Context: an optimization exercise on an open-source flow, tuned for small area. The choices shown serve that exercise and are no tape-out recipe.
In this exercise RTL edits were held to simulation tests only and were not proved equivalent to the original.
Power figures rest on the tool's default switching activity, not on a simulated workload.

## flow/design.v (module list and top-level ports; edited modules follow where they fit)
// module back_ground_draw: 23 lines
// module ring_rom: 76 lines
// module player_object: 48 lines
// module player_rows: 20 lines
// module player_rom: 940 lines
// module static_rom: 1540 lines
// module double_ball_object: 11 lines
// module db_rom: 388 lines
// module gate_object: 16 lines
// module gate_rom: 330 lines
// module ball_object: 18 lines
// module ball_mask_rom: 44 lines
// module ball_color_rom: 229 lines
// module hit: 31 lines
// module objects_mux: 19 lines
// module foosball_renderer: 92 lines
module foosball_renderer (
	input  logic        clk,
	input  logic        resetN,
	input  logic [10:0] pixel_x,         
	input  logic [10:0] pixel_y,         
	input  logic [10:0] p1_y,            
	input  logic [10:0] p2_y,            
	input  logic        p1_lie,          
	input  logic        p2_lie,          
	input  logic [10:0] ball1_x,
	input  logic [10:0] ball1_y,
	input  logic [10:0] ball2_x,
	input  logic [10:0] ball2_y,
	input  logic        double_ball_ena,
	input  logic        goal_ena,
	input  logic        game_over_ena,
	output logic [7:0]  vga_r,
	output logic [7:0]  vga_g,
	output logic [7:0]  vga_b,
	output logic        collision1,
	output logic        doubleball1,
	output logic        goal_left1,
	output logic        goal_right1,
	output logic        x_dir1,
	output logic        y_dir1,
	output logic        collision2,
	output logic        doubleball2,
	output logic        goal_left2,
	output logic        goal_right2,
	output logic        x_dir2,
	output logic        y_dir2
);
  // ...
==> flow/flow/run.sh <==
#!/bin/bash
# Own layout flow: the standard ORFS flow (standard.sh) with two changes
# in synthesis only:
#  - ABC maps the logic with flow/area.abc (area-oriented &nf mapping with
#    mfs2 resynthesis) instead of ORFS's abc_area.script;
#  - no full/half-adder extraction (ADDER_MAP_FILE empty), so adders are
#    mapped by ABC like the rest of the logic.
# Registers, their names and cell types come from the same Yosys steps as the
# standard synthesis. Everything after synthesis is the standard flow.
set -euo pipefail
W=$(pwd)

# ORFS synth.tcl, with the abc call pointed at our script
sed 's#log_cmd abc {\*}\$abc_args#log_cmd abc {*}[lreplace $abc_args 1 1 '"$W"'/flow/area.abc]#' \
	"$FLOW_HOME/scripts/synth.tcl" > "$W/own_synth.tcl"
grep -q "flow/area.abc" "$W/own_synth.tcl"

# The standard flow's synthesis wrapper, sourcing that synth.tcl
sed 's#source \$::env(SCRIPTS_DIR)/synth.tcl#source '"$W"'/own_synth.tcl#' synth_recipe.tcl > "$W/own_synth_recipe.tcl"
grep -q "own_synth.tcl" "$W/own_synth_recipe.tcl"

# standard.sh with that synthesis script, no adder extraction and the extra
# make variables in flow/make_vars (one NAME=VALUE per line)
EXTRA="ADDER_MAP_FILE="
if [[ -f flow/make_vars ]]; then EXTRA="$EXTRA $(grep -v '^#' flow/make_vars | tr '\n' ' ')"; fi
sed 's#SYNTH_SCRIPT=[^ ]*#SYNTH_SCRIPT='"$W"'/own_synth_recipe.tcl '"$EXTRA"'#' standard.sh > "$W/own_standard.sh"
grep -q "own_synth_recipe.tcl ADDER_MAP_FILE=" "$W/own_standard.sh"

# ORFS writes each step's log under orfs/logs/; make's own output goes here
bash "$W/own_standard.sh" > "$W/own_standard.log" 2>&1
==> flow/flow/area.abc <==
strash
&get -n
&deepsyn -T 300
&put
strash
&get -n
&dch -f
&nf -R 1000
&put
mfs2
strash
&get -n
&dch -f
&nf -R 1000
&put
mfs2
strash
&get -n
&dch -f
&nf -R 1000
&put
==> flow/flow/make_vars <==
RECOVER_POWER=100
==> flow/standard.sh <==
#!/bin/bash
# synth_recipe.tcl (not shown) runs the flow's synth.tcl, then flattens the netlist and writes it again
# the make line also repeats each setting of config.mk as NAME=value (left out here)
make -C /OpenROAD-flow-scripts/flow DESIGN_CONFIG=/design/flow/config.mk WORK_HOME=/design/flow/orfs CLKGATE_MAP_FILE= SYNTH_SCRIPT=/design/flow/synth_recipe.tcl "${@:-finish}"
==> flow/config.mk <==
export PLATFORM = sky130hd
export DESIGN_NAME = foosball_renderer
export DESIGN_NICKNAME = foosball_renderer
export VERILOG_FILES = /design/flow/design.v
export SDC_FILE = /design/flow/constraint.sdc
export NUM_CORES = 8
export LEC_CHECK = 0
export ABC_AREA = 1
export CAP_MARGIN = 20
export CORE_MARGIN = 2
export CORE_UTILIZATION = 25
export GPL_TIMING_DRIVEN = 0
export PLACE_DENSITY = 0.35
export SLEW_MARGIN = 20
export SYNTH_MEMORY_MAX_BITS = 32768
==> flow/constraint.sdc <==
create_clock -name core_clock -period 20.0 [get_ports {clk}]
set_input_delay 4.0000 -clock core_clock [delete_from_list [all_inputs] [get_ports {clk}]]
set_output_delay 4.0000 -clock core_clock [all_outputs]
set_load 0.01 [all_outputs]
==> reports/metrics.yaml, run 1 <==
taps: 1050
via_per_inst: 7.64
clock_path_buffers: 2
groute.usage.overall_pct: 47.9
r2r-end: "u_mux.t[6]"
cap_violations: 2
synth_top_area_cell: "o21ai_0"
die_w_um: 288
drv_slew: 27
seq_area_frac_synth_pct: 4.16
fin_cells: 4858
grt.met2_usage_pct: 63.5
clk_latency_ns: 0.28
rsz0062_at_grt: "false"
gr-total-overflow: 0
clk-power_uw: 88.7
so_faults: "max-capacitance violations, max-slew violations"
reg.largest.list: "rgb_r x8, u_mux.t x8"
pwr-share-seq_pct: 3.7
worstPathMaxFanout: 35
synth_top_family_by_area: "compound AO/OA/AOI/OAI gates"
status: "complete, but fails checks"
syn_area_per_cell_um2: 5.61
crit_arrival_ns: 19.08
layout-drive-gt1-share_pct: 6.38
hold_viol_final: 0
==> run 2, diff against run 1 <==
--- a/flow/config.mk
+++ b/flow/config.mk
@@ -6,10 +6,10 @@
 export NUM_CORES = 8
 export LEC_CHECK = 0
 export ABC_AREA = 1
-export CAP_MARGIN = 20
+export CAP_MARGIN = 10
 export CORE_MARGIN = 2
 export CORE_UTILIZATION = 25
 export GPL_TIMING_DRIVEN = 0
 export PLACE_DENSITY = 0.35
-export SLEW_MARGIN = 20
+export SLEW_MARGIN = 10
 export SYNTH_MEMORY_MAX_BITS = 32768
removed: flow/flow/make_vars
==> reports/metrics.yaml, run 2 <==
status: "complete, but fails checks"  # unchanged
so_faults: "max-capacitance violations, max-slew violations"  # unchanged
cp.required_ns: 20.16  # was 20.15 ns
synth_top_area_cell: "o21ai_0"  # unchanged
fillCellCount: 9141  # was 9184
vias: 37300  # was 37100
grt_pass1_vias: 33700  # was 33900
hold_viol_final: 0  # unchanged
synthDistinctLibCells: 65  # unchanged
clock_path_buffers: 2  # unchanged
ys_top_cells_by_area: "o21ai_0, a21oi_1, nor2_1, nand2_1, a31oi_1"  # unchanged
drt_iter0_drc: 8514  # was 8314
peakVddDrop_mv: 0.0414  # was 0.0710 mV
dpl_cell_area_um2: 24400  # was 24700 um^2
drt-pass1-iter-count: 8  # was 10
startpoint_type: "input port"  # unchanged
skew_ns: 0.00228  # was 0.00363 ns
die_h_um: 288  # unchanged
final_cell_mix: "nand2_1, nor2_1, o21ai_0"  # unchanged
whs_ns: 0.420  # about the same
row_count: 103  # unchanged
async_flop_share_pct: 63.9  # unchanged
r2r-end: "u_mux.t[4]"  # was u_mux.t[6]
final_cell_area_um2: 24600  # was 24900 um^2
postCtsSetupBuffers: 0  # unchanged
regArea_um2: 836  # unchanged
clkTransAtPathRegs_ns: 0.05  # about the same
multi_input_area_um2: 19500  # was 19700 um^2
dpl_worst_slack_ns: 2.69  # was 3.08 ns
mostFrequentLayoutCell: "nand2_1"  # unchanged
fin_cells: 4853  # was 4858
cpMostUsedCell: "nand2_1"  # unchanged
place_inst: 4829  # was 4835
synth_common_cells: "nor2_1, nand2_1, o21ai_0"  # unchanged
cts.repair.resized: 0  # unchanged
hold_path_class: "reg -> reg"  # unchanged
end_kind: "flop"  # unchanged
core_area_um2: 79300  # unchanged
syn_area_per_cell_um2: 5.61  # unchanged
finalSetupTns_ns: 0  # unchanged
path_class: "in -> reg"  # unchanged
postSynthCellCount: 3583  # unchanged
netlist.area_leader.share_pct: 12.4  # unchanged
gr-total-overflow: 0  # unchanged
routed_wl_um: 208000  # about the same
reg2reg_setup_slack_ns: 17.66  # was 17.74 ns
power_leakage_nw: 8.07  # was 8.20 nW
worstPathMaxFanout: 24  # was 35
post-synth-top-count-cell: "nor2_1"  # unchanged
cap_violations: 2  # unchanged
grt_max_degree: 117  # was 103
avgRoutedWirePerCell_um: 42.8  # about the same
groute.usage.overall_pct: 47.9  # about the same
die_w_um: 288  # unchanged
cts_sinks: 36  # unchanged
cts_max_level: 2  # unchanged
clockRootBuffer: "clkbuf_16"  # unchanged
port_buffers: 101  # unchanged
synth_ff_type: "dfrtp_1"  # unchanged
crit_end: "rgb_r[3]"  # was rgb_r[2]
yosys_warnings: 5  # unchanged
synth_edf_count: 0  # unchanged
crit_start: "pixel_x[0]"  # was pixel_x[1]
synth_seq_cells: 36  # unchanged
nets: 3885  # was 3889
antenna_left: 0  # unchanged
finalSetupViolations: 0  # unchanged
die_area_um2: 82700  # unchanged
finalCriticalPeriod_ns: 18.34  # was 18.94 ns
areaGrowthSynthToFinish_pct: 22.6  # was 24.0%
drv_slew: 6  # was 27
reg2reg_from: "any_r"  # unchanged
dp_hpwl_um: 150000  # was 152000 um
crit_arrival_ns: 18.50  # was 19.08 ns
rsz0062_at_grt: "false"  # unchanged
reg2reg_depth: 4  # unchanged
start_util_pct: 25.4  # unchanged
period_share_pct: 91.7  # was 94.7%
critPathSlowestCell: "nor2_4"  # was nor2_1
antenna_found_initial: 23  # was 27
layout-drive-gt1-share_pct: 5.75  # was 6.38%
p_total_mw: 2.11  # was 2.12 mW
clk_latency_ns: 0.27  # was 0.28 ns
numCtsBuffers: 5  # unchanged
reg.largest.list: "rgb_r x8, u_mux.t x8"  # unchanged
tightest_slew_ns: 1.55  # was 2.45 ns
fin_ws_ns: 1.66  # was 1.06 ns
ios: 131  # unchanged
remaining_drc_errors: 0  # unchanged
utilization_pct: 31.1  # was 31.5%
fmax_mhz: 54.5  # was 52.8 MHz
syn_area_um2: 20100  # unchanged
grt_first_pass_wirelength_um: 281000  # was 282000 um
cts_tree: "yes"  # unchanged
cts_hold_buf: 0  # unchanged
place.gp.congestion: 1.13  # unchanged
slew-limit-headroom_pct: -3.85  # was -63.8%
seq_area_frac_synth_pct: 4.16  # unchanged
critPathMaxStageDelay_ns: 1.15  # was 1.08 ns
power_density_nw_per_um2: 85.7  # was 85.0 nW/um^2
via_per_inst: 7.70  # was 7.64
-- run 2: cells by family after synthesis --
kind of cell,Yosys count,synth area share [%]
XOR/XNOR,138,6.01
other,1,0.0187
buffers and inverters,48,1.20
adder cells (fa/ha/maj),11,0.548
multiplexers,13,0.672
flip-flops,36,4.16
AO/OA/AOI/OAI,1663,51.0
AND/OR/NAND/NOR,1673,36.4
-- run 2: final cells by class --
| class | count | area share [%] |
|---|---|---|
| multi-input combinational | 3514 | 79.3 |
| timing repair buffer | 185 | 10.2 |
| tap | 1050 | 5.33 |
| sequential | 36 | 3.39 |
| clock buffer | 6 | 0.609 |
| inverter | 32 | 0.503 |
| buffer | 16 | 0.487 |
| antenna | 12 | 0.122 |
| clock inverter | 2 | 0.0457 |
-- run 2: worst min-delay path by stage --
stage | start | endpoint | slack [ns] | depth (start not counted)
after floorplan | rgb_r[6] | u_mux.t[6] | 0.40 | 2
after global placement | rgb_r[6] | u_mux.t[6] | 0.41 | 2
after detailed placement | rgb_r[6] | u_mux.t[6] | 0.41 | 2
after CTS | rgb_r[6] | u_mux.t[6] | 0.42 | 2
after global routing | rgb_r[2] | u_mux.t[2] | 0.44 | 2
final | rgb_r[6] | u_mux.t[6] | 0.42 | 2
-- run 2: where the power goes --
group / switching, mW / internal, mW / total, mW
clock: 0.0275 / 0.0534 / 0.0810
sequential: 0.00167 / 0.0769 / 0.0786
combinational: 1.45 / 0.497 / 1.95
-- run 2: worst max-delay path: cells and delay by family --
| kind | cells | cell delay (ns) |
|---|---|---|
| buf+inv | 3 | 0.88 |
| compound gates | 13 | 4.25 |
| xor+xnor | 2 | 1.50 |
| simple gates | 19 | 7.77 |
-- run 2: metal layers --
metal / wire length (um) / GRT usage, % / share of wire, % / vias to the layer above
li1: - / - / - / 14400
met1: 78500 / 60.4 / 38 / 17700
met2: 76400 / 63.6 / 37 / 4063
met3: 36900 / 26.5 / 18 / 1103
met4: 15400 / 24.9 / 7.4 / 30
met5: 362 / 1.92 / 0.17 / -
==> run 3, diff against run 2 <==
--- a/flow/flow/run.sh
+++ b/flow/flow/run.sh
@@ -19,11 +19,8 @@
 sed 's#source \$::env(SCRIPTS_DIR)/synth.tcl#source '"$W"'/own_synth.tcl#' synth_recipe.tcl > "$W/own_synth_recipe.tcl"
 grep -q "own_synth.tcl" "$W/own_synth_recipe.tcl"
 
-# standard.sh with that synthesis script, no adder extraction and the extra
-# make variables in flow/make_vars (one NAME=VALUE per line)
-EXTRA="ADDER_MAP_FILE="
-if [[ -f flow/make_vars ]]; then EXTRA="$EXTRA $(grep -v '^#' flow/make_vars | tr '\n' ' ')"; fi
-sed 's#SYNTH_SCRIPT=[^ ]*#SYNTH_SCRIPT='"$W"'/own_synth_recipe.tcl '"$EXTRA"'#' standard.sh > "$W/own_standard.sh"
+# standard.sh with that synthesis script and no adder extraction
+sed 's#SYNTH_SCRIPT=[^ ]*#SYNTH_SCRIPT='"$W"'/own_synth_recipe.tcl ADDER_MAP_FILE=#' standard.sh > "$W/own_standard.sh"
 grep -q "own_synth_recipe.tcl ADDER_MAP_FILE=" "$W/own_standard.sh"
 
 # ORFS writes each step's log under orfs/logs/; make's own output goes here
==> flow/flow/area.abc (replaced) <==
strash
&get -n
&dch -f
&nf -R 1000
&put
mfs2
strash
&get -n
&dch -f
&nf -R 1000
&put
mfs2
strash
&get -n
&dch -f
&nf -R 1000
&put
mfs2
strash
&get -n
&dch -f
&nf -R 1000
&put
mfs2
strash
&get -n
&dch -f
&nf -R 1000
&put
--- a/flow/config.mk
+++ b/flow/config.mk
@@ -6,10 +6,10 @@
 export NUM_CORES = 8
 export LEC_CHECK = 0
 export ABC_AREA = 1
-export CAP_MARGIN = 10
+export CAP_MARGIN = 20
 export CORE_MARGIN = 2
 export CORE_UTILIZATION = 25
 export GPL_TIMING_DRIVEN = 0
 export PLACE_DENSITY = 0.35
-export SLEW_MARGIN = 10
+export SLEW_MARGIN = 20
 export SYNTH_MEMORY_MAX_BITS = 32768
==> reports/metrics.yaml, run 3 <==
antenna_left: 0  # unchanged
min_to: "u_mux.t[6]"  # unchanged
ys_top_cells_by_area: "o21ai_0, a21oi_1, nand2_1, nor2_1, a31oi_1"  # was o21ai_0, a21oi_1, nor2_1, nand2_1, a31oi_1
reg2reg_setup_slack_ns: 18.27  # was 17.66 ns
fmax_mhz: 56.6  # was 54.5 MHz
synth_ff_type: "dfrtp_1"  # unchanged
place.gp.congestion: 1.13  # about the same
synth_edf_count: 0  # unchanged
intPower_uw: 642  # was 628 uW
skew_ns: 0.00309  # was 0.00228 ns
synth_seq_cells: 36  # unchanged
grt_first_pass_wirelength_um: 288000  # was 281000 um
die_w_um: 291  # was 288 um
synthDistinctLibCells: 67  # was 65
vias: 38600  # was 37300
worstPathMaxFanout: 34  # was 24
final_cell_area_um2: 25300  # was 24600 um^2
swShare_pct: 70.3  # about the same
reg2reg_depth: 6  # was 4
layout-drive-gt1-share_pct: 6.47  # was 5.75%
via_per_inst: 7.74  # was 7.70
critPathMaxStageDelay_ns: 0.92  # was 1.15 ns
grt_pass1_vias: 35500  # was 33700
cts_tree: "yes"  # unchanged
async_flop_share_pct: 63.9  # unchanged
finalCriticalPeriod_ns: 17.67  # was 18.34 ns
postSynthCellCount: 3703  # was 3583
drv_slew: 0  # was 6
clockRootBuffer: "clkbuf_16"  # unchanged
final_cell_mix: "o21ai_0, nand2_1, a21oi_1"  # was nand2_1, nor2_1, o21ai_0
cap_violations: 0  # was 2
cts_sinks: 36  # unchanged
cp_top_family: "simple AND/OR/NAND/NOR gates"  # unchanged
place_inst: 4971  # was 4829
antenna_found_initial: 15  # was 23
finalSetupViolations: 0  # unchanged
path_class: "in -> reg"  # unchanged
dpl_worst_slack_ns: 2.69  # about the same
synthMuxAreaShare_pct: 0.499  # was 0.672%
clkTransAtPathRegs_ns: 0.05  # about the same
synth_top_area_cell: "o21ai_0"  # unchanged
end_kind: "flop"  # unchanged
die_h_um: 291  # was 288 um
cp.required_ns: 20.15  # was 20.16 ns
netlist.area_leader.share_pct: 14.3  # was 12.4%
port_buffers: 101  # unchanged
start_util_pct: 25.1  # was 25.4%
p_total_mw: 2.17  # was 2.11 mW
rsz0062_at_grt: "false"  # unchanged
startpoint_type: "input port"  # unchanged
groute.usage.overall_pct: 47.2  # was 47.9%
clkPwrFrac_pct: 3.8  # about the same
post-synth-top-count-cell: "o21ai_0"  # was nor2_1
core_area_um2: 81800  # was 79300 um^2
synth_compound_area_share_pct: 54.1  # was 51.0%
cts_max_level: 2  # unchanged
reg.largest.list: "rgb_r x8, u_mux.t x8"  # unchanged
hold_depth: 2  # unchanged
fin_cells: 4994  # was 4853
synth-simple-area-share_pct: 34.0  # was 36.4%
finalSetupTns_ns: 0  # unchanged
drt_iter0_drc: 8028  # was 8514
nets: 4006  # was 3885
power_leakage_nw: 8.18  # was 8.07 nW
gr-total-overflow: 0  # unchanged
syn_area_per_cell_um2: 5.56  # was 5.61 um^2
syn_area_um2: 20600  # was 20100 um^2
grt_max_degree: 99  # was 117
synth_fa_ha_area_share_pct: 1.07  # was 0.548%
critPathSlowestCell: "nor2_4"  # unchanged
peakVddDrop_mv: 0.0496  # was 0.0414 mV
synth_top_family_by_area: "compound AO/OA/AOI/OAI gates"  # unchanged
die_area_um2: 84600  # was 82700 um^2
dpl_cell_area_um2: 25000  # was 24400 um^2
numCtsBuffers: 5  # unchanged
combPwrFrac_pct: 92.6  # was 92.4%
crit_arrival_ns: 17.82  # was 18.50 ns
yosys_warnings: 5  # unchanged
power_density_nw_per_um2: 85.6  # was 85.7 nW/um^2
reg2reg_from: "hit2.collision"  # was any_r
fin_ws_ns: 2.33  # was 1.66 ns
r2r-end: "hit2.doubleball"  # was u_mux.t[4]
seq_area_frac_synth_pct: 4.06  # was 4.16%
hold_path_class: "reg -> reg"  # unchanged
routed_wl_um: 211000  # was 208000 um
tightest_slew_ns: 1.37  # was 1.55 ns
cpMostUsedCell: "o21ai_0"  # was nand2_1
row_count: 105  # was 103
clock_path_buffers: 2  # unchanged
clk_latency_ns: 0.28  # was 0.27 ns
pwr-share-seq_pct: 3.6  # was 3.7%
remaining_drc_errors: 0  # unchanged
period_share_pct: 88.4  # was 91.7%
p_switching_mw: 1.52  # was 1.48 mW
path_depth: 38  # was 37
postCtsSetupBuffers: 0  # unchanged
crit_buf_inv: 6  # was 3
cts.repair.resized: 0  # unchanged
slew-limit-headroom_pct: 8.19  # was -3.85%
dp_hpwl_um: 152000  # was 150000 um
ios: 131  # unchanged
cts_hold_buf: 0  # unchanged
synth-xor-area-share_pct: 5.18  # was 6.01%
hold_viol_final: 0  # unchanged
status: "finished clean"  # was complete, but fails checks
avgRoutedWirePerCell_um: 42.2  # was 42.8 um
synth_common_cells: "o21ai_0, nand2_1, a21oi_1"  # was nor2_1, nand2_1, o21ai_0
areaGrowthSynthToFinish_pct: 22.8  # was 22.6%
mostFrequentLayoutCell: "o21ai_0"  # was nand2_1
holdCritStartpoint: "rgb_r[6]"  # unchanged
drt-pass1-iter-count: 20  # was 8
[run 3: metrics by stage]
stage	hold slack (ns)	util [%]
floorplan	0.403	-
global placement	0.415	28.1
detailed placement	0.419	30.6
CTS	0.427	30.8
global route	0.446	30.9
finish	0.422	30.9
[run 3: per-layer routing]
| metal | track usage [%] | up-vias | routed length [um] |
|---|---|---|---|
| met4 | 29.5 | 18 | 19300 |
| met1 | 56.4 | 18100 | 76600 |
| li1 | - | 14900 | - |
| met3 | 26.1 | 1345 | 36200 |
| met5 | 3.35 | - | 610 |
| met2 | 64.2 | 4208 | 78300 |
[run 3: logic make-up after synthesis]
kind of cell               after synthesis
AOI/OAI and AO/OA                     1855
and+or+nand+nor                       1613
xor gates and xnor gates               120
buffers and inverters                   46
DFF                                     36
adders and majority gates               22
muxes                                   10
other                                    1
[run 3: how the worst max path moves through the flow]
stage	from	end	slack (ns)
after floorplan	pixel_x[2]	rgb_r[3]	5.30
final	pixel_x[0]	rgb_r[6]	2.33
after CTS	pixel_x[0]	rgb_r[6]	2.91
after global placement	pixel_x[2]	rgb_r[5]	-10.63
after detailed placement	pixel_x[0]	rgb_r[6]	2.69
after global routing	pixel_x[0]	rgb_r[6]	2.18
[run 3: layout make-up]
class                   instances  area (um^2)
clock buffers                   7          154
fillers                      9490        56600
multi-input cells            3636        20100
well taps                    1070         1340
flip-flops and latches         36          836
diodes                         12         30.0
inverters                      30          124
plain buffers                  16          120
repair buffers                186         2550
clock inverters                 1         5.00
[run 3: tightest hold or removal path, delay by kind of cell (launching register included)]
family | cells | cell delay [ns]
and+or+nand+nor | 2 | 0.09
DFF | 1 | 0.29
[run 3: power groups by stage]
stage               logic (mW)  registers [mW]  clock network, mW
floorplan                0.948          0.0807                  0
global placement          1.79          0.0801                  0
detailed placement        1.82          0.0801                  0
CTS                       1.83          0.0787             0.0838
global route              2.01          0.0791             0.0880
finish                    2.00          0.0786             0.0818
==> module ring_rom, before the edit <==
module ring_rom (
	input wire [9:0] a,
	output wire r
);
wire n0 = a[9] ? 1'b1 : 1'b0;
wire n1 = a[8] ? n0 : 1'b0;
wire n2 = a[7] ? 1'b0 : n1;
wire n3 = a[6] ? n2 : 1'b0;
wire n4 = a[6] ? 1'b0 : n2;
wire n5 = a[0] ? n4 : n2;
wire n6 = a[1] ? n4 : n5;
wire n7 = a[5] ? n6 : n3;
wire n8 = a[0] ? n2 : n3;
wire n9 = a[1] ? n8 : n3;
wire n10 = a[5] ? n4 : n9;
wire n11 = a[2] ? n10 : n7;
wire n12 = a[8] ? 1'b0 : n0;
wire n13 = a[7] ? n12 : 1'b0;
wire n14 = a[6] ? n13 : n2;
wire n15 = a[6] ? n13 : 1'b0;
wire n16 = a[0] ? n15 : n14;
wire n17 = a[1] ? n16 : n4;
wire n18 = a[5] ? n17 : n4;
wire n19 = a[0] ? n13 : n15;
wire n20 = a[1] ? n19 : n16;
wire n21 = a[6] ? 1'b0 : n13;
wire n22 = a[0] ? n21 : n13;
wire n23 = a[1] ? n22 : n15;
wire n24 = a[5] ? n23 : n20;
wire n25 = a[2] ? n24 : n18;
wire n26 = a[3] ? n25 : n11;
wire n27 = a[7] ? 1'b0 : n12;
wire n28 = a[6] ? n27 : n13;
wire n29 = a[6] ? n27 : 1'b0;
wire n30 = a[0] ? n29 : n28;
wire n31 = a[1] ? n30 : n21;
wire n32 = a[0] ? n29 : n21;
wire n33 = a[0] ? n27 : n29;
wire n34 = a[1] ? n33 : n32;
wire n35 = a[5] ? n34 : n31;
wire n36 = a[9] ? 1'b0 : 1'b1;
wire n37 = a[8] ? n36 : 1'b0;
wire n38 = a[7] ? n37 : 1'b0;
wire n39 = a[6] ? n38 : n27;
wire n40 = a[0] ? n39 : n27;
wire n41 = a[6] ? n37 : n38;
wire n42 = a[0] ? n41 : n38;
wire n43 = a[1] ? n42 : n40;
wire n44 = a[6] ? n38 : 1'b0;
wire n45 = a[0] ? n44 : n39;
wire n46 = a[7] ? 1'b0 : n37;
wire n47 = a[6] ? n46 : n38;
wire n48 = a[0] ? n47 : n38;
wire n49 = a[1] ? n48 : n45;
wire n50 = a[5] ? n49 : n43;
wire n51 = a[2] ? n50 : n35;
wire n52 = a[6] ? n46 : n37;
wire n53 = a[8] ? 1'b0 : n36;
wire n54 = a[7] ? n53 : n36;
wire n55 = a[0] ? n54 : n52;
wire n56 = a[7] ? 1'b0 : n53;
wire n57 = a[6] ? 1'b0 : n56;
wire n58 = a[0] ? n57 : n53;
wire n59 = a[1] ? n58 : n55;
wire n60 = a[7] ? n53 : n37;
wire n61 = a[6] ? n60 : n46;
wire n62 = a[6] ? n53 : n54;
wire n63 = a[0] ? n62 : n61;
wire n64 = a[0] ? 1'b0 : n53;
wire n65 = a[1] ? n64 : n63;
wire n66 = a[5] ? n65 : n59;
wire n67 = a[2] ? 1'b0 : n66;
wire n68 = a[3] ? n67 : n51;
wire n69 = a[4] ? n68 : n26;
assign r = n69;
endmodule
==> module player_object, before the edit <==
module player_object (
	input  logic [9:0] x,
	input  logic [8:0] y,
	input  logic [8:0] p1_y,
	input  logic [8:0] p2_y,
	input  logic       lie1,
	input  logic       lie2,
	output logic       p1_req,
	output logic       p2_req,
	output logic [7:0] rgb,
	output logic       xdir1,      
	output logic       xdir2
);
	wire r1 = (x >= 10'd20)  & (x < 10'd80);
	wire r2 = (x >= 10'd120) & (x < 10'd180);
	wire r3 = (x >= 10'd340) & (x < 10'd400);
	wire r4 = (x >= 10'd559) & (x < 10'd619);
	wire r5 = (x >= 10'd459) & (x < 10'd519);
	wire r6 = (x >= 10'd239) & (x < 10'd299);
	wire psel = r4 | r5 | r6;
	wire lie  = psel ? lie2 : lie1;
	logic [5:0] start;
	always_comb begin
		case (1'b1)
			r1: start = 6'd20;
			r2: start = 6'd56;
			r3: start = 6'd20;
			r4: start = 6'd47;
			r5: start = 6'd11;
			default: start = 6'd47;
		endcase
	end
	wire [5:0] u = x[5:0] - start - (lie ? 6'd0 : 6'd15);
	wire inx = lie | (u < 6'd30);
	wire dx1 = (r1 | r2 | r3) & inx;
	wire dx2 = psel & inx;
	wire [5:0] col = lie ? u : {u[4:0], 1'b0};
	wire dy1, dy2;
	wire [4:0] row1, row2;
	player_rows u_rows1 (.y(y), .py(p1_y), .two(r2 & dx1), .three(r3 & dx1), .in(dy1), .row(row1));
	player_rows u_rows2 (.y(y), .py(p2_y), .two(r5 & dx2), .three(r6 & dx2), .in(dy2), .row(row2));
	assign xdir1 = dy1 & (row1 > 5'd6);
	assign xdir2 = dy2 & (row2 > 5'd6);
	wire m;
	player_rom u_rom (.a({psel, psel ? row2 : row1, col}), .m(m), .c(rgb));
	assign p1_req = dx1 & dy1 & m;
	assign p2_req = dx2 & dy2 & m;
endmodule
==> run 4, diff against run 3 <==
--- a/flow/design.v
+++ b/flow/design.v
@@ -29,73 +29,84 @@
 wire n1 = a[8] ? n0 : 1'b0;
 wire n2 = a[7] ? 1'b0 : n1;
 wire n3 = a[6] ? n2 : 1'b0;
-wire n4 = a[6] ? 1'b0 : n2;
-wire n5 = a[0] ? n4 : n2;
-wire n6 = a[1] ? n4 : n5;
-wire n7 = a[5] ? n6 : n3;
-wire n8 = a[0] ? n2 : n3;
-wire n9 = a[1] ? n8 : n3;
-wire n10 = a[5] ? n4 : n9;
-wire n11 = a[2] ? n10 : n7;
-wire n12 = a[8] ? 1'b0 : n0;
-wire n13 = a[7] ? n12 : 1'b0;
-wire n14 = a[6] ? n13 : n2;
-wire n15 = a[6] ? n13 : 1'b0;
-wire n16 = a[0] ? n15 : n14;
-wire n17 = a[1] ? n16 : n4;
-wire n18 = a[5] ? n17 : n4;
-wire n19 = a[0] ? n13 : n15;
-wire n20 = a[1] ? n19 : n16;
-wire n21 = a[6] ? 1'b0 : n13;
-wire n22 = a[0] ? n21 : n13;
-wire n23 = a[1] ? n22 : n15;
-wire n24 = a[5] ? n23 : n20;
-wire n25 = a[2] ? n24 : n18;
-wire n26 = a[3] ? n25 : n11;
-wire n27 = a[7] ? 1'b0 : n12;
-wire n28 = a[6] ? n27 : n13;
-wire n29 = a[6] ? n27 : 1'b0;
-wire n30 = a[0] ? n29 : n28;
-wire n31 = a[1] ? n30 : n21;
-wire n32 = a[0] ? n29 : n21;
-wire n33 = a[0] ? n27 : n29;
-wire n34 = a[1] ? n33 : n32;
-wire n35 = a[5] ? n34 : n31;
-wire n36 = a[9] ? 1'b0 : 1'b1;
-wire n37 = a[8] ? n36 : 1'b0;
+wire n4 = a[0] ? 1'b0 : n0;
+wire n5 = a[8] ? n4 : 1'b0;
+wire n6 = a[7] ? 1'b0 : n5;
+wire n7 = a[6] ? n6 : n2;
+wire n8 = a[6] ? 1'b0 : n2;
+wire n9 = a[1] ? n8 : n7;
+wire n10 = a[5] ? n9 : n3;
+wire n11 = a[0] ? n0 : 1'b0;
+wire n12 = a[8] ? n11 : 1'b0;
+wire n13 = a[7] ? 1'b0 : n12;
+wire n14 = a[6] ? n2 : n13;
+wire n15 = a[1] ? n14 : n3;
+wire n16 = a[5] ? n8 : n15;
+wire n17 = a[2] ? n16 : n10;
+wire n18 = a[8] ? 1'b0 : n0;
+wire n19 = a[7] ? n18 : 1'b0;
+wire n20 = a[6] ? 1'b0 : n19;
+wire n21 = a[8] ? 1'b0 : n4;
+wire n22 = a[7] ? n21 : 1'b0;
+wire n23 = a[7] ? 1'b0 : n18;
+wire n24 = a[6] ? n23 : n22;
+wire n25 = a[1] ? n24 : n20;
+wire n26 = a[8] ? 1'b0 : n11;
+wire n27 = a[7] ? 1'b0 : n26;
+wire n28 = a[6] ? n27 : n22;
+wire n29 = a[6] ? n23 : n27;
+wire n30 = a[1] ? n29 : n28;
+wire n31 = a[5] ? n30 : n25;
+wire n32 = a[9] ? 1'b0 : 1'b1;
+wire n33 = a[0] ? n32 : 1'b0;
+wire n34 = a[8] ? n33 : 1'b0;
+wire n35 = a[7] ? n34 : n21;
+wire n36 = a[6] ? n35 : n23;
+wire n37 = a[8] ? n32 : 1'b0;
 wire n38 = a[7] ? n37 : 1'b0;
-wire n39 = a[6] ? n38 : n27;
-wire n40 = a[0] ? n39 : n27;
-wire n41 = a[6] ? n37 : n38;
-wire n42 = a[0] ? n41 : n38;
-wire n43 = a[1] ? n42 : n40;
-wire n44 = a[6] ? n38 : 1'b0;
-wire n45 = a[0] ? n44 : n39;
-wire n46 = a[7] ? 1'b0 : n37;
+wire n39 = a[7] ? n37 : n34;
+wire n40 = a[6] ? n39 : n38;
+wire n41 = a[1] ? n40 : n36;
+wire n42 = a[7] ? 1'b0 : n21;
+wire n43 = a[6] ? n38 : n42;
+wire n44 = a[0] ? 1'b0 : n32;
+wire n45 = a[8] ? n44 : 1'b0;
+wire n46 = a[7] ? n45 : n34;
 wire n47 = a[6] ? n46 : n38;
-wire n48 = a[0] ? n47 : n38;
-wire n49 = a[1] ? n48 : n45;
-wire n50 = a[5] ? n49 : n43;
-wire n51 = a[2] ? n50 : n35;
-wire n52 = a[6] ? n46 : n37;
-wire n53 = a[8] ? 1'b0 : n36;
-wire n54 = a[7] ? n53 : n36;
-wire n55 = a[0] ? n54 : n52;
-wire n56 = a[7] ? 1'b0 : n53;
-wire n57 = a[6] ? 1'b0 : n56;
-wire n58 = a[0] ? n57 : n53;
-wire n59 = a[1] ? n58 : n55;
-wire n60 = a[7] ? n53 : n37;
-wire n61 = a[6] ? n60 : n46;
-wire n62 = a[6] ? n53 : n54;
-wire n63 = a[0] ? n62 : n61;
-wire n64 = a[0] ? 1'b0 : n53;
-wire n65 = a[1] ? n64 : n63;
-wire n66 = a[5] ? n65 : n59;
-wire n67 = a[2] ? 1'b0 : n66;
-wire n68 = a[3] ? n67 : n51;
-wire n69 = a[4] ? n68 : n26;
-assign r = n69;
+wire n48 = a[1] ? n47 : n43;
+wire n49 = a[5] ? n48 : n41;
+wire n50 = a[2] ? n49 : n31;
+wire n51 = a[4] ? n50 : n17;
+wire n52 = a[6] ? n19 : n6;
+wire n53 = a[1] ? n52 : n8;
+wire n54 = a[5] ? n53 : n8;
+wire n55 = a[7] ? n26 : 1'b0;
+wire n56 = a[6] ? n19 : n55;
+wire n57 = a[1] ? n56 : n52;
+wire n58 = a[6] ? n19 : 1'b0;
+wire n59 = a[6] ? n22 : n19;
+wire n60 = a[1] ? n59 : n58;
+wire n61 = a[5] ? n60 : n57;
+wire n62 = a[2] ? n61 : n54;
+wire n63 = a[8] ? n32 : n33;
+wire n64 = a[8] ? n44 : n33;
+wire n65 = a[7] ? n64 : n63;
+wire n66 = a[8] ? 1'b0 : n33;
+wire n67 = a[7] ? n66 : n63;
+wire n68 = a[6] ? n67 : n65;
+wire n69 = a[8] ? 1'b0 : n32;
+wire n70 = a[8] ? 1'b0 : n44;
+wire n71 = a[7] ? n70 : n69;
+wire n72 = a[6] ? n70 : n71;
+wire n73 = a[1] ? n72 : n68;
+wire n74 = a[7] ? n69 : n64;
+wire n75 = a[6] ? n74 : n67;
+wire n76 = a[1] ? n70 : n75;
+wire n77 = a[5] ? n76 : n73;
+wire n78 = a[2] ? 1'b0 : n77;
+wire n79 = a[4] ? n78 : n62;
+wire n80 = a[3] ? n79 : n51;
+assign r = n80;
 endmodule
 module player_object (
 	input  logic [9:0] x,
@@ -134,27 +145,13 @@
 	wire dx1 = (r1 | r2 | r3) & inx;
 	wire dx2 = psel & inx;
 	wire [5:0] col = lie ? u : {u[4:0], 1'b0};
-	wire dy1, dy2;
-	wire [4:0] row1, row2;
-	player_rows u_rows1 (.y(y), .py(p1_y), .two(r2 & dx1), .three(r3 & dx1), .in(dy1), .row(row1));
-	player_rows u_rows2 (.y(y), .py(p2_y), .two(r5 & dx2), .three(r6 & dx2), .in(dy2), .row(row2));
-	assign xdir1 = dy1 & (row1 > 5'd6);
-	assign xdir2 = dy2 & (row2 > 5'd6);
-	wire m;
-	player_rom u_rom (.a({psel, psel ? row2 : row1, col}), .m(m), .c(rgb));
-	assign p1_req = dx1 & dy1 & m;
-	assign p2_req = dx2 & dy2 & m;
-endmodule
-module player_rows (
-	input  logic [8:0] y,
-	input  logic [8:0] py,
-	input  logic       two,
-	input  logic       three,
-	output logic       in,
-	output logic [4:0] row
-);
-	wire [9:0] d = {1'b0, y} - {1'b0, py};
-	logic [9:0] s;
+	wire [9:0] d1 = {1'b0, y} - {1'b0, p1_y};    
+	wire [9:0] d2 = {1'b0, y} - {1'b0, p2_y};
+	wire [9:0] d  = psel ? d2 : d1;
+	wire dxs   = psel ? dx2 : dx1;
+	wire two   = (r2 | r5) & dxs;
+	wire three = (r3 | r6) & dxs;
+	logic [9:0] s;                                 
 	always_comb begin
 		if (two)                 s = d[9] ? 10'd924 : 10'd100;    
 		else if (three & d[9])   s = 10'd894;                     
@@ -162,8 +159,17 @@
 		else                     s = 10'd0;
 	end
 	wire [9:0] v = d - s;
-	assign in  = (v < 10'd20);
-	assign row = v[4:0];
+	wire iny = (v < 10'd20);
+	wire [4:0] row = v[4:0];
+	wire up = iny & (row > 5'd6);
+	wire o1 = (d1 >= 10'd7) & (d1 < 10'd20);
+	wire o2 = (d2 >= 10'd7) & (d2 < 10'd20);
+	assign xdir1 = psel ? o1 : up;
+	assign xdir2 = psel ? up : o2;
+	wire m;
+	player_rom u_rom (.a({psel, row, col}), .m(m), .c(rgb));
+	assign p1_req = dx1 & iny & m;
+	assign p2_req = dx2 & iny & m;
 endmodule
 module player_rom (
 	input wire [11:0] a,
--- a/flow/flow/run.sh
+++ b/flow/flow/run.sh
@@ -19,8 +19,11 @@
 sed 's#source \$::env(SCRIPTS_DIR)/synth.tcl#source '"$W"'/own_synth.tcl#' synth_recipe.tcl > "$W/own_synth_recipe.tcl"
 grep -q "own_synth.tcl" "$W/own_synth_recipe.tcl"
 
-# standard.sh with that synthesis script and no adder extraction
-sed 's#SYNTH_SCRIPT=[^ ]*#SYNTH_SCRIPT='"$W"'/own_synth_recipe.tcl ADDER_MAP_FILE=#' standard.sh > "$W/own_standard.sh"
+# standard.sh with that synthesis script, no adder extraction and the extra
+# make variables in flow/make_vars (one NAME=VALUE per line)
+EXTRA="ADDER_MAP_FILE="
+if [[ -f flow/make_vars ]]; then EXTRA="$EXTRA $(grep -v '^#' flow/make_vars | tr '\n' ' ')"; fi
+sed 's#SYNTH_SCRIPT=[^ ]*#SYNTH_SCRIPT='"$W"'/own_synth_recipe.tcl '"$EXTRA"'#' standard.sh > "$W/own_standard.sh"
 grep -q "own_synth_recipe.tcl ADDER_MAP_FILE=" "$W/own_standard.sh"
 
 # ORFS writes each step's log under orfs/logs/; make's own output goes here
==> flow/flow/area.abc (replaced) <==
strash
&get -n
&deepsyn -T 300
&put
strash
&get -n
&dch -f
&nf -R 1000
&put
mfs2
strash
&get -n
&dch -f
&nf -R 1000
&put
mfs2
strash
&get -n
&dch -f
&nf -R 1000
&put
==> flow/flow/make_vars (new file) <==
'BUFFER_PORTS_ARGS=-buffer_cell sky130_fd_sc_hd__buf_1'
--- a/flow/config.mk
+++ b/flow/config.mk
@@ -9,6 +9,8 @@
 export CAP_MARGIN = 20
 export CORE_MARGIN = 2
 export CORE_UTILIZATION = 25
+export CTS_BUF_LIST = sky130_fd_sc_hd__clkbuf_2 sky130_fd_sc_hd__clkbuf_4 sky130_fd_sc_hd__clkbuf_8
+export CTS_CLUSTER_SIZE = 40
 export GPL_TIMING_DRIVEN = 0
 export PLACE_DENSITY = 0.35
 export SLEW_MARGIN = 20
==> reports/metrics.yaml, run 4 <==
status: "finished clean"  # unchanged
tightest_slew_ns: 1.40  # was 1.37 ns
cpMostUsedCell: "nor2_1"  # was o21ai_0
ios: 131  # unchanged
hold_viol_final: 0  # unchanged
crit_buf_inv: 4  # was 6
cts_max_level: 2  # unchanged
grt_max_degree: 50  # was 99
p_switching_mw: 1.48  # was 1.52 mW
cp_top_family: "simple AND/OR/NAND/NOR gates"  # unchanged
swShare_pct: 71.1  # was 70.3%
grt_first_pass_wirelength_um: 297000  # was 288000 um
startpoint_type: "input port"  # unchanged
cap_violations: 0  # unchanged
intPower_uw: 601  # was 642 uW
combPwrFrac_pct: 93.1  # was 92.6%
dp_hpwl_um: 158000  # was 152000 um
cts_tree: "yes"  # unchanged
power_density_nw_per_um2: 83.4  # was 85.6 nW/um^2
core_area_um2: 80300  # was 81800 um^2
mostFrequentLayoutCell: "nand2_1"  # was o21ai_0
fin_cells: 4919  # was 4994
die_area_um2: 83100  # was 84600 um^2
netlist.area_leader.share_pct: 12.2  # was 14.3%
synth_ff_type: "dfrtp_1"  # unchanged
cts_sinks: 36  # unchanged
post-synth-top-count-cell: "nor2_1"  # was o21ai_0
fmax_mhz: 56.1  # was 56.6 MHz
clockRootBuffer: "clkbuf_8"  # was clkbuf_16
async_flop_share_pct: 63.9  # unchanged
cts.repair.resized: 0  # unchanged
peakVddDrop_mv: 0.0466  # was 0.0496 mV
syn_area_per_cell_um2: 5.63  # was 5.56 um^2
final_cell_area_um2: 24900  # was 25300 um^2
worstPathMaxFanout: 31  # was 34
critPathSlowestCell: "mux2i_2"  # was nor2_4
clkPwrFrac_pct: 3.1  # was 3.8%
synth_common_cells: "nor2_1, nand2_1, o21ai_0"  # was o21ai_0, nand2_1, a21oi_1
port_buffers: 101  # unchanged
synth_seq_cells: 36  # unchanged
hold_path_class: "reg -> reg"  # unchanged
end_kind: "flop"  # unchanged
finalCriticalPeriod_ns: 17.82  # was 17.67 ns
drt-pass1-iter-count: 12  # was 20
regArea_um2: 836  # unchanged
drv_slew: 0  # unchanged
dpl_cell_area_um2: 24400  # was 25000 um^2
areaGrowthSynthToFinish_pct: 23.5  # was 22.8%
finalSetupViolations: 0  # unchanged
gr-total-overflow: 0  # unchanged
critPathMaxStageDelay_ns: 0.93  # was 0.92 ns
synth_edf_count: 0  # unchanged
pwr-share-seq_pct: 3.8  # was 3.6%
fin_ws_ns: 2.18  # was 2.33 ns
utilization_pct: 31.1  # was 30.9%
groute.usage.overall_pct: 51.2  # was 47.2%
routed_wl_um: 217000  # was 211000 um
place.gp.congestion: 1.15  # was 1.13
antenna_left: 0  # unchanged
yosys_warnings: 4  # was 5
remaining_drc_errors: 0  # unchanged
cts_hold_buf: 0  # unchanged
final_cell_mix: "nand2_1, nor2_1, a21oi_1"  # was o21ai_0, nand2_1, a21oi_1
grt_pass1_vias: 34300  # was 35500
via_per_inst: 7.65  # was 7.74
path_class: "in -> reg"  # unchanged
die_h_um: 288  # was 291 um
place_inst: 4870  # was 4971
p_total_mw: 2.08  # was 2.17 mW
reg.largest.list: "rgb_r x8, u_mux.t x8"  # unchanged
clock_path_buffers: 2  # unchanged
dpl_worst_slack_ns: 2.93  # was 2.69 ns
multi_input_area_um2: 19800  # was 20100 um^2
vias: 37600  # was 38600
postSynthCellCount: 3587  # was 3703
period_share_pct: 89.1  # was 88.4%
synth_top_area_cell: "o21ai_0"  # unchanged
power_leakage_nw: 8.13  # was 8.18 nW
syn_area_um2: 20200  # was 20600 um^2
antenna_found_initial: 33  # was 15
skew_ns: 0.0157  # was 0.00309 ns
synthDistinctLibCells: 67  # unchanged
numCtsBuffers: 5  # unchanged
ys_top_cells_by_area: "o21ai_0, a21oi_1, nor2_1, nand2_1, a31oi_1"  # was o21ai_0, a21oi_1, nand2_1, nor2_1, a31oi_1
clkTransAtPathRegs_ns: 0.07  # was 0.05 ns
seq_area_frac_synth_pct: 4.14  # was 4.06%
start_util_pct: 25.2  # was 25.1%
die_w_um: 288  # was 291 um
fillCellCount: 9335  # was 9490
drt_iter0_drc: 7769  # was 8028
crit_arrival_ns: 17.97  # was 17.82 ns
slew-limit-headroom_pct: 6.71  # was 8.19%
cp.required_ns: 20.15  # about the same
clk_latency_ns: 0.29  # was 0.28 ns
layout-drive-gt1-share_pct: 7.90  # was 6.47%
postCtsSetupBuffers: 0  # unchanged
rsz0062_at_grt: "false"  # unchanged
nets: 3930  # was 4006
row_count: 104  # was 105
avgRoutedWirePerCell_um: 44.2  # was 42.2 um
==> run 4: cell types whose count changed in the layout (fill, tap and decap cells not counted), sizes merged, moves of 12 or more <==
cell           before  now
a21oi             529  491
a31oi             160  140
buf               117  239
clkdlybuf4s50      85    0
maj3               22    9
nand2             583  536
nand4              41   29
nor2              520  574
o211ai             49   66
o21a               25   12
o21ai             590  492
o22ai              97   83
==> run 4: cell families after synthesis <==
logic type / Yosys count / synth area share (%)
flip-flops: 36 / 4.14
other: 1 / 0.0186
multiplexers: 19 / 0.979
AO/OA/AOI/OAI: 1741 / 53.3
buffers and inverters: 45 / 1.13
adder cells (fa/ha/maj): 9 / 0.446
XOR/XNOR: 124 / 5.38
AND/OR/NAND/NOR: 1612 / 34.6
==> run 4: per-layer routing <==
layer,part of all wire (%),GRT usage (%)
met1,35,58.5
met3,15,26.9
met2,39,70.2
met4,11,41.8
met5,0.082,0.227
==> run 4: worst register-to-register path: stages (launching register included) <==
cell and delay [ns]:
dfrtp_1 0.61, o21bai_1 0.41, o21bai_1 0.32, o31a_1 0.41, nand2_1 0.12
==> run 4: through the flow <==
step	TNS (ns)	hold slack, ns
finish	0	0.433
global route	0	0.456
CTS	0	0.436
detailed placement	0	0.426
global placement	-188.51	0.418
floorplan	0	0.398
==> run 4: worst paths after layout <==
path	from	end	slack (ns)	cells past startpoint
max	pixel_x[0]	rgb_r[6]	2.18	36
min	rgb_r[6]	u_mux.t[6]	0.43	2
max reg2reg	any_r	u_mux.t[1]	17.98	4
min reg2reg	rgb_r[6]	u_mux.t[6]	0.43	2
max in group asynchronous	resetN	u_mux.t[0]	15.98	1
min in group asynchronous	resetN	hit1.y_dir	3.67	1
==> run 4: layout make-up <==
| cell class | count | share of cell area (%) |
|---|---|---|
| sequential | 36 | 3.35 |
| clock buffer | 6 | 0.306 |
| multi-input combinational | 3521 | 79.5 |
| timing repair buffer | 226 | 10.2 |
| antenna | 23 | 0.231 |
| buffer | 16 | 0.482 |
| clock inverter | 2 | 0.141 |
| tap | 1060 | 5.32 |
| inverter | 29 | 0.487 |
==> run 4: power by group through the flow <==
stage | sequential (mW) | combinational (mW) | clock (mW)
global placement | 0.0798 | 1.74 | 0
CTS | 0.0780 | 1.76 | 0.0662
global route | 0.0784 | 1.95 | 0.0692
floorplan | 0.0801 | 0.921 | 0
finish | 0.0780 | 1.94 | 0.0651
detailed placement | 0.0795 | 1.76 | 0
==> run 5, diff against run 4 <==
--- a/flow/config.mk
+++ b/flow/config.mk
@@ -11,7 +11,6 @@
 export CORE_UTILIZATION = 25
 export CTS_BUF_LIST = sky130_fd_sc_hd__clkbuf_2 sky130_fd_sc_hd__clkbuf_4 sky130_fd_sc_hd__clkbuf_8
 export CTS_CLUSTER_SIZE = 40
-export GPL_TIMING_DRIVEN = 0
 export PLACE_DENSITY = 0.35
 export SLEW_MARGIN = 20
 export SYNTH_MEMORY_MAX_BITS = 32768
==> reports/metrics.yaml, run 5 <==
synth_compound_area_share_pct: 53.3  # unchanged
reg.largest.list: "rgb_r x8, u_mux.t x8"  # unchanged
fin_ws_ns: 5.07  # was 2.18 ns
path_class: "in -> reg"  # unchanged
clockRootBuffer: "clkbuf_8"  # unchanged
hold_depth: 2  # unchanged
antenna_found_initial: 39  # was 33
synth_top_family_by_area: "compound AO/OA/AOI/OAI gates"  # unchanged
clock_path_buffers: 2  # unchanged
areaGrowthSynthToFinish_pct: 19.3  # was 23.5%
cts_sinks: 36  # unchanged
hold_viol_final: 0  # unchanged
row_count: 104  # unchanged
dp_hpwl_um: 155000  # was 158000 um
ios: 131  # unchanged
skew_ns: 0.00215  # was 0.0157 ns
clk_latency_ns: 0.28  # was 0.29 ns
syn_area_per_cell_um2: 5.63  # unchanged
rsz0062_at_grt: "false"  # unchanged
mostFrequentLayoutCell: "nor2_1"  # was nand2_1
finalSetupViolations: 0  # unchanged
finalSetupTns_ns: 0  # unchanged
reg2reg_depth: 4  # unchanged
status: "finished clean"  # unchanged
netlist.area_leader.share_pct: 12.2  # unchanged
drt_iter0_drc: 7437  # was 7769
cts_tree: "yes"  # unchanged
dpl_cell_area_um2: 23800  # was 24400 um^2
hold_path_class: "reg -> reg"  # unchanged
synthDistinctLibCells: 67  # unchanged
fmax_mhz: 67.0  # was 56.1 MHz
yosys_warnings: 4  # unchanged
fin_cells: 5032  # was 4919
port_buffers: 101  # unchanged
finalCriticalPeriod_ns: 14.93  # was 17.82 ns
synth_edf_count: 0  # unchanged
drt-pass1-iter-count: 10  # was 12
nets: 4028  # was 3930
grt_first_pass_wirelength_um: 296000  # was 297000 um
die_w_um: 288  # unchanged
syn_area_um2: 20200  # unchanged
cts_hold_buf: 0  # unchanged
vias: 38300  # was 37600
avgRoutedWirePerCell_um: 43.8  # was 44.2 um
numCtsBuffers: 5  # unchanged
period_share_pct: 74.7  # was 89.1%
slew-limit-headroom_pct: 11.1  # was 6.71%
synth_seq_cells: 36  # unchanged
via_per_inst: 7.62  # was 7.65
routed_wl_um: 220000  # was 217000 um
power_density_nw_per_um2: 84.8  # was 83.4 nW/um^2
place.gp.congestion: 1.15  # about the same
start_util_pct: 25.2  # unchanged
post-synth-top-count-cell: "nor2_1"  # unchanged
cts_max_level: 2  # unchanged
crit_arrival_ns: 15.16  # was 17.97 ns
worstPathMaxFanout: 32  # was 31
synth_common_cells: "nor2_1, nand2_1, o21ai_0"  # unchanged
critPathSlowestCell: "nor2_1"  # was mux2i_2
synth_ff_type: "dfrtp_1"  # unchanged
final_cell_mix: "nor2_1, nand2_1, o21ai_0"  # was nand2_1, nor2_1, a21oi_1
clkTransAtPathRegs_ns: 0.07  # about the same
synthMuxAreaShare_pct: 0.979  # unchanged
async_flop_share_pct: 63.9  # unchanged
remaining_drc_errors: 0  # unchanged
synth-xor-area-share_pct: 5.38  # unchanged
cap_violations: 0  # unchanged
drv_slew: 0  # unchanged
peakVddDrop_mv: 0.0379  # was 0.0466 mV
place_inst: 4981  # was 4870
layout-drive-gt1-share_pct: 7.65  # was 7.90%
grt_pass1_vias: 34200  # was 34300
die_area_um2: 83100  # unchanged
synth_fa_ha_area_share_pct: 0.446  # unchanged
whs_ns: 0.429  # was 0.433 ns
startpoint_type: "input port"  # unchanged
end_kind: "flop"  # unchanged
final_cell_area_um2: 24100  # was 24900 um^2
grt_max_degree: 97  # was 50
core_area_um2: 80300  # unchanged
postCtsSetupBuffers: 0  # unchanged
cp.required_ns: 20.22  # was 20.15 ns
ys_top_cells_by_area: "o21ai_0, a21oi_1, nor2_1, nand2_1, a31oi_1"  # unchanged
cts.repair.resized: 0  # unchanged
postSynthCellCount: 3587  # unchanged
critPathMaxStageDelay_ns: 0.83  # was 0.93 ns
gr-total-overflow: 0  # unchanged
synth-simple-area-share_pct: 34.6  # unchanged
tightest_slew_ns: 1.33  # was 1.40 ns
die_h_um: 288  # unchanged
power_leakage_nw: 8.08  # was 8.13 nW
synth_top_area_cell: "o21ai_0"  # unchanged
seq_area_frac_synth_pct: 4.14  # unchanged
dpl_worst_slack_ns: 5.14  # was 2.93 ns
antenna_left: 0  # unchanged
cpMostUsedCell: "nand2_1"  # was nor2_1
groute.usage.overall_pct: 50.9  # was 51.2%
run 5: cell counts after synthesis:
No cell type changed its count.
run 5: where the power goes:
group	switching (mW)	total [mW]	internal [mW]
registers	0.00164	0.0781	0.0764
logic	1.45	1.90	0.454
clock network	0.0248	0.0618	0.0369
total	1.47	2.04	0.568
run 5: layout make-up:
class / count / area, um^2
clock buffer: 5 / 68.8
fill: 9345 / 56200
clock inverter: 3 / 41.3
sequential: 36 / 836
antenna: 38 / 95.1
multi-input combinational: 3521 / 19400
tap: 1060 / 1330
inverter: 29 / 109
timing repair buffer: 340 / 2230
run 5: path summary, 6_finish.rpt:
check	start	endpoint	slack (ns)
hold reg to reg	rgb_r[5]	u_mux.t[5]	0.43
hold / removal	rgb_r[5]	u_mux.t[5]	0.43
setup / recovery	pixel_x[2]	rgb_r[5]	5.07
min in group asynchronous	resetN	any_r	3.69
setup reg to reg	any_r	u_mux.t[7]	17.89
max in group asynchronous	resetN	b2_r	16.08
run 5: critical path: cells and delay by family:
family / cells / cell delay, ns
muxes: 1 / 0.73
AOI/OAI and AO/OA: 10 / 2.49
buffers and inverters: 8 / 2.27
and+or+nand+nor: 22 / 5.56
run 5: logic make-up after synthesis:
group                    Yosys count
adder cells (fa/ha/maj)            9
AO/OA/AOI/OAI                   1741
flip-flops                        36
multiplexers                      19
AND/OR/NAND/NOR                 1612
buffers and inverters             45
XOR/XNOR                         124
other                              1
run 5: per-stage QoR:
step	total power, mW	util (%)
6_report	2.04	30.0
4_1_cts	1.87	29.8
3_3_place_gp	1.86	29.6
3_5_place_dp	1.80	29.6
2_1_floorplan	1.00	-
5_1_grt	2.04	29.9
run 5: per-layer routing:
| metal | up-vias | track usage (%) | share of wire (%) |
|---|---|---|---|
| li1 | 14800 | - | - |
| met1 | 17900 | 59.1 | 35 |
| met2 | 4180 | 70.1 | 39 |
| met3 | 1404 | 25.0 | 15 |
| met4 | 14 | 41.4 | 10 |
| met5 | - | 0 | 0.045 |
==> run 6, diff against run 5 <==
--- a/flow/flow/area.abc
+++ b/flow/flow/area.abc
@@ -19,3 +19,47 @@
 &dch -f
 &nf -R 1000
 &put
+mfs2
+strash
+&get -n
+&dch -f
+&nf -R 1000
+&put
+mfs2
+strash
+&get -n
+&deepsyn -T 300
+&put
+strash
+&get -n
+&dch -f
+&nf -R 1000
+&put
+mfs2
+strash
+&get -n
+&dch -f
+&nf -R 1000
+&put
+mfs2
+strash
+&get -n
+&deepsyn -T 300
+&put
+strash
+&get -n
+&dch -f
+&nf -R 1000
+&put
+mfs2
+strash
+&get -n
+&dch -f
+&nf -R 1000
+&put
+mfs2
+strash
+&get -n
+&dch -f
+&nf -R 1000
+&put
==> reports/metrics.yaml, run 6 <==
crit_arrival_ns: 14.71  # was 15.16 ns
cap_violations: 0  # unchanged
remaining_drc_errors: 0  # unchanged
skew_ns: 0.00796  # was 0.00215 ns
finalCriticalPeriod_ns: 14.55  # was 14.93 ns
rsz0062_at_grt: "false"  # unchanged
mostFrequentLayoutCell: "nand2_1"  # was nor2_1
postCtsSetupBuffers: 0  # unchanged
via_per_inst: 7.63  # was 7.62
reg.largest.list: "rgb_r x8, u_mux.t x8"  # unchanged
synth_edf_count: 0  # unchanged
cts_max_level: 2  # unchanged
grt_max_degree: 49  # was 97
areaGrowthSynthToFinish_pct: 20.1  # was 19.3%
power_density_nw_per_um2: 89.3  # was 84.8 nW/um^2
end_kind: "flop"  # unchanged
place.gp.congestion: 1.19  # was 1.15
path_class: "in -> reg"  # unchanged
fin_ws_ns: 5.45  # was 5.07 ns
antenna_found_initial: 36  # was 39
avgRoutedWirePerCell_um: 44.3  # was 43.8 um
ios: 131  # unchanged
finalSetupTns_ns: 0  # unchanged
slew-limit-headroom_pct: 3.27  # was 11.1%
cts_sinks: 36  # unchanged
gr-total-overflow: 0  # unchanged
start_util_pct: 25.1  # was 25.2%
nets: 3891  # was 4028
netlist.area_leader.share_pct: 12.6  # was 12.2%
grt.met2_usage_pct: 71.4  # was 70.1%
hold_viol_final: 0  # unchanged
top_usage_layer: "met2"  # unchanged
numCtsBuffers: 5  # unchanged
hold_path_class: "reg -> reg"  # unchanged
critPathMaxStageDelay_ns: 0.92  # was 0.83 ns
cp.required_ns: 20.16  # was 20.22 ns
clkTransAtPathRegs_ns: 0.08  # was 0.07 ns
status: "finished clean"  # unchanged
utilization_pct: 30.2  # was 30.0%
post-synth-top-count-cell: "nand2_1"  # was nor2_1
cts_hold_buf: 0  # unchanged
synth_seq_cells: 36  # unchanged
synthDistinctLibCells: 68  # was 67
grt_pass1_vias: 33300  # was 34200
place_inst: 4822  # was 4981
syn_area_per_cell_um2: 5.61  # was 5.63 um^2
cts.repair.resized: 0  # unchanged
fin_cells: 4875  # was 5032
startpoint_type: "input port"  # unchanged
ys_top_cells_by_area: "a21oi_1, o21ai_0, nand2_1, nor2_1, a31oi_1"  # was o21ai_0, a21oi_1, nor2_1, nand2_1, a31oi_1
synth_ff_type: "dfrtp_1"  # unchanged
critPathSlowestCell: "nor2_1"  # unchanged
drt_iter0_drc: 7788  # was 7437
vias: 37200  # was 38300
die_h_um: 282  # was 288 um
seq_area_frac_synth_pct: 4.31  # was 4.14%
final_cell_mix: "nand2_1, nor2_1, a21oi_1"  # was nor2_1, nand2_1, o21ai_0
synth_top_area_cell: "a21oi_1"  # was o21ai_0
p_total_mw: 2.08  # was 2.04 mW
clock_path_buffers: 2  # unchanged
final_cell_area_um2: 23300  # was 24100 um^2
row_count: 102  # was 104
cpMostUsedCell: "nor2_1"  # was nand2_1
use_met1_pct: 60.0  # was 59.1%
postSynthCellCount: 3455  # was 3587
async_flop_share_pct: 63.9  # unchanged
period_share_pct: 72.7  # was 74.7%
fmax_mhz: 68.7  # was 67.0 MHz
antenna_left: 0  # unchanged
layout-drive-gt1-share_pct: 8.03  # was 7.65%
core_area_um2: 77100  # was 80300 um^2
cts_tree: "yes"  # unchanged
die_w_um: 282  # was 288 um
tightest_slew_ns: 1.45  # was 1.33 ns
routed_wl_um: 216000  # was 220000 um
synth_common_cells: "nand2_1, nor2_1, a21oi_1"  # was nor2_1, nand2_1, o21ai_0
syn_area_um2: 19400  # was 20200 um^2
finalSetupViolations: 0  # unchanged
grt_first_pass_wirelength_um: 294000  # was 296000 um
port_buffers: 101  # unchanged
use_met3_pct: 29.9  # was 25.0%
clockRootBuffer: "clkbuf_8"  # unchanged
drv_slew: 0  # unchanged
groute.usage.overall_pct: 53.2  # was 50.9%
power_leakage_nw: 7.77  # was 8.08 nW
dpl_worst_slack_ns: 6.00  # was 5.14 ns
die_area_um2: 79700  # was 83100 um^2
whs_ns: 0.467  # was 0.429 ns
peakVddDrop_mv: 0.0589  # was 0.0379 mV
worstPathMaxFanout: 36  # was 32
yosys_warnings: 4  # unchanged
clk_latency_ns: 0.29  # was 0.28 ns
drt-pass1-iter-count: 19  # was 10
dp_hpwl_um: 151000  # was 155000 um
dpl_cell_area_um2: 22900  # was 23800 um^2
-- run 6: kinds of logic after synthesis --
family | count (synthesis) | share of synthesized area, %
AO/OA/AOI/OAI | 1657 | 52.2
AND/OR/NAND/NOR | 1540 | 34.5
XOR/XNOR | 130 | 5.88
buffers and inverters | 58 | 1.43
flip-flops | 36 | 4.31
multiplexers | 17 | 0.904
adder cells (fa/ha/maj) | 16 | 0.827
other | 1 | 0.0194
-- run 6: layer usage --
layer | wire length [um] | vias to the layer above
met2 | 82500 | 4118
met5 | 460 | -
met4 | 24000 | 28
li1 | - | 14200
met1 | 75200 | 17400
met3 | 34100 | 1471
-- run 6: path summary, 6_finish.rpt --
| path | endpoint | slack [ns] | cells past startpoint | from |
|---|---|---|---|---|
| min in group asynchronous | hit2.x_dir | 3.69 | 2 | resetN |
| hold / removal | hit1.y_dir | 0.47 | 1 | hit1.y_dir |
| setup reg to reg | u_mux.t[6] | 17.83 | 5 | any_r |
| setup / recovery | rgb_r[3] | 5.45 | 35 | pixel_x[0] |
| max in group asynchronous | b1_r | 16.06 | 2 | resetN |
| hold reg to reg | hit1.y_dir | 0.47 | 1 | hit1.y_dir |
-- run 6: critical path: cells and delay by family --
| kind | cells | cell delay [ns] |
|---|---|---|
| and+or+nand+nor | 15 | 3.88 |
| AOI/OAI and AO/OA | 12 | 3.44 |
| buffers and inverters | 5 | 1.63 |
| muxes | 1 | 0.89 |
| xor gates and xnor gates | 2 | 0.72 |
-- run 6: final cells by class --
cell class | count | area, um^2
Antenna cell | 38 | 95.1
Timing Repair Buffer | 335 | 2180
Clock buffer | 5 | 68.8
Multi-Input combinational cell | 3376 | 18600
Inverter | 42 | 158
Fill cell | 9110 | 53800
Sequential cell | 36 | 836
Clock inverter | 3 | 42.5
Tap cell | 1040 | 1300
-- run 6: report_power, final --
part | switching (mW) | total, mW | internal (mW)
sequential | 0.00199 | 0.0790 | 0.0771
combinational | 1.46 | 1.93 | 0.468
clock | 0.0271 | 0.0640 | 0.0369
==> run 7, diff against run 6 <==
removed: flow/flow/make_vars
==> reports/metrics.yaml, run 7 <==
grt_pass1_vias: 33500  # was 33300
async_flop_share_pct: 63.9  # unchanged
dpl_worst_slack_ns: 6.16  # was 6.00 ns
gr-total-overflow: 0  # unchanged
row_count: 102  # unchanged
fillCellCount: 9081  # was 9110
nets: 3897  # was 3891
utilization_pct: 31.0  # was 30.2%
antenna_left: 0  # unchanged
via_per_inst: 7.67  # was 7.63
cts_sinks: 36  # unchanged
critPathMaxStageDelay_ns: 0.55  # was 0.92 ns
synth_ff_type: "dfrtp_1"  # unchanged
die_h_um: 282  # unchanged
reg2reg_depth: 5  # unchanged
startpoint_type: "input port"  # unchanged
end_kind: "flop"  # unchanged
routed_wl_um: 221000  # was 216000 um
ys_top_cells_by_area: "a21oi_1, o21ai_0, nand2_1, nor2_1, a31oi_1"  # unchanged
hold_path_class: "reg -> reg"  # unchanged
reg.largest.list: "rgb_r x8, u_mux.t x8"  # unchanged
power_density_nw_per_um2: 87.2  # was 89.3 nW/um^2
status: "finished clean"  # unchanged
crit_buf_inv: 8  # was 5
clockRootBuffer: "clkbuf_8"  # unchanged
postSynthCellCount: 3455  # unchanged
die_w_um: 282  # unchanged
cts_max_level: 2  # unchanged
yosys_warnings: 4  # unchanged
grt_max_degree: 86  # was 49
cts.repair.resized: 0  # unchanged
synth-xor-area-share_pct: 5.88  # unchanged
synth_fa_ha_area_share_pct: 0.827  # unchanged
peakVddDrop_mv: 0.0871  # was 0.0589 mV
vias: 37400  # was 37200
path_class: "in -> reg"  # unchanged
start_util_pct: 25.1  # unchanged
worstPathMaxFanout: 36  # unchanged
cap_violations: 0  # unchanged
areaGrowthSynthToFinish_pct: 23.4  # was 20.1%
skew_ns: 0.00724  # was 0.00796 ns
synth_seq_cells: 36  # unchanged
synth_top_family_by_area: "compound AO/OA/AOI/OAI gates"  # unchanged
layout-drive-gt1-share_pct: 8.36  # was 8.03%
clk_latency_ns: 0.29  # about the same
finalSetupViolations: 0  # unchanged
antenna_found_initial: 48  # was 36
groute.usage.overall_pct: 54.1  # was 53.2%
die_area_um2: 79700  # unchanged
drt-pass1-iter-count: 13  # was 19
hold_depth: 2  # was 1
grt_first_pass_wirelength_um: 297000  # was 294000 um
slew-limit-headroom_pct: 5.38  # was 3.27%
fmax_mhz: 71.0  # was 68.7 MHz
numCtsBuffers: 5  # unchanged
synth_compound_area_share_pct: 52.2  # unchanged
reg2reg_setup_slack_ns: 17.63  # was 17.83 ns
power_leakage_nw: 8.06  # was 7.77 nW
mostFrequentLayoutCell: "nand2_1"  # unchanged
crit_arrival_ns: 14.25  # was 14.71 ns
finalCriticalPeriod_ns: 14.09  # was 14.55 ns
reg2reg_from: "any_r"  # unchanged
avgRoutedWirePerCell_um: 45.2  # was 44.3 um
critPathSlowestCell: "nor2_1"  # unchanged
synth_edf_count: 0  # unchanged
synth-simple-area-share_pct: 34.5  # unchanged
clock_path_buffers: 2  # unchanged
synthDistinctLibCells: 68  # unchanged
rsz0062_at_grt: "false"  # unchanged
cp.required_ns: 20.16  # about the same
netlist.area_leader.share_pct: 12.6  # unchanged
run 7: cell counts after synthesis:
Identical to the previous run, type by type.
run 7: cell families after synthesis:
group	Yosys count
muxes	17
DFF	36
and+or+nand+nor	1540
AOI/OAI and AO/OA	1657
adders and majority gates	16
xor gates and xnor gates	130
buffers and inverters	58
other	1
run 7: per-stage QoR:
stage | instances | instance area [um^2] | power (mW) | hold slack (ns)
finish | 4880 | 23900 | 2.08 | 0.462
global route | 4852 | 23800 | 2.08 | 0.476
CTS | 4832 | 23600 | 1.89 | 0.460
detailed placement | 4824 | 23500 | 1.83 | 0.447
global placement | 4824 | 23500 | 1.90 | 0.449
floorplan | 3470 | 19400 | 1.00 | 0.410
run 7: worst register-to-register path, cell delays in order, from the launching register on:
cell      delay [ns]
dfrtp_1         0.59
o21bai_1        0.42
nor3_1          0.14
a21oi_1         0.46
o31ai_1         0.36
a21o_1          0.28
run 7: worst min-delay path by stage:
stage / to / start / slack [ns]
detailed placement: u_mux.t[3] / rgb_r[3] / 0.45
finish: u_mux.t[3] / rgb_r[3] / 0.46
floorplan: u_mux.t[5] / rgb_r[5] / 0.41
global placement: hit2.y_dir / hit2.y_dir / 0.45
CTS: u_mux.t[3] / rgb_r[3] / 0.46
global route: u_mux.t[3] / rgb_r[3] / 0.48
run 7: per-layer routing:
metal  share of wire (%)  global-route usage (%)
met1                  34                    58.5
met2                  38                    72.8
met3                  16                    31.6
met4                  12                    50.1
met5                0.14                    1.53
run 7: power breakdown:
part           switching (mW)  internal, mW
logic                    1.47         0.482
clock network          0.0260        0.0236
registers             0.00209        0.0771
total                    1.50         0.583
run 7: final cells by class:
| class | instances | area (um^2) | share of cell area [%] |
|---|---|---|---|
| Antenna cell | 37 | 92.6 | 0.387 |
| Tap cell | 1040 | 1300 | 5.44 |
| Clock inverter | 3 | 13.8 | 0.0576 |
| Timing Repair Buffer | 341 | 2820 | 11.8 |
| Sequential cell | 36 | 836 | 3.50 |
| Inverter | 42 | 158 | 0.660 |
| Multi-Input combinational cell | 3376 | 18600 | 77.9 |
| Clock buffer | 5 | 68.8 | 0.288 |

[afterwards: timing with drivers on the ports]
How much do the figures lean on ideal ports? The routed layouts below were timed once more, with nothing changed but the port constraints. Step 1: set_driving_cell puts a clkbuf_16 on clk and a buf_2 on each other input, an assumption about the parent block. Step 2 times the ports against the registers' clock, not the clock port: input delays grow and output delays shrink by t, the midpoint of the rising clock arrivals with the driver on. Slacks: ideal / step 1 / step 2; pairs: ideal / step 1.
run | shift t [ns] | slack for setup (ns)
run 1 | 0.306 | 1.065 / 1.064 / 0.758
run 2 | 0.302 | 1.663 / 1.669 / 1.367
run 3 | 0.307 | 2.327 / 2.336 / 2.029
run 4 | 0.314 | 2.183 / 2.193 / 1.879
run 5 | 0.308 | 5.067 / 5.076 / 4.768
run 6 | 0.312 | 5.453 / 5.460 / 5.148
run 7 | 0.315 | 5.911 / 5.922 / 5.607
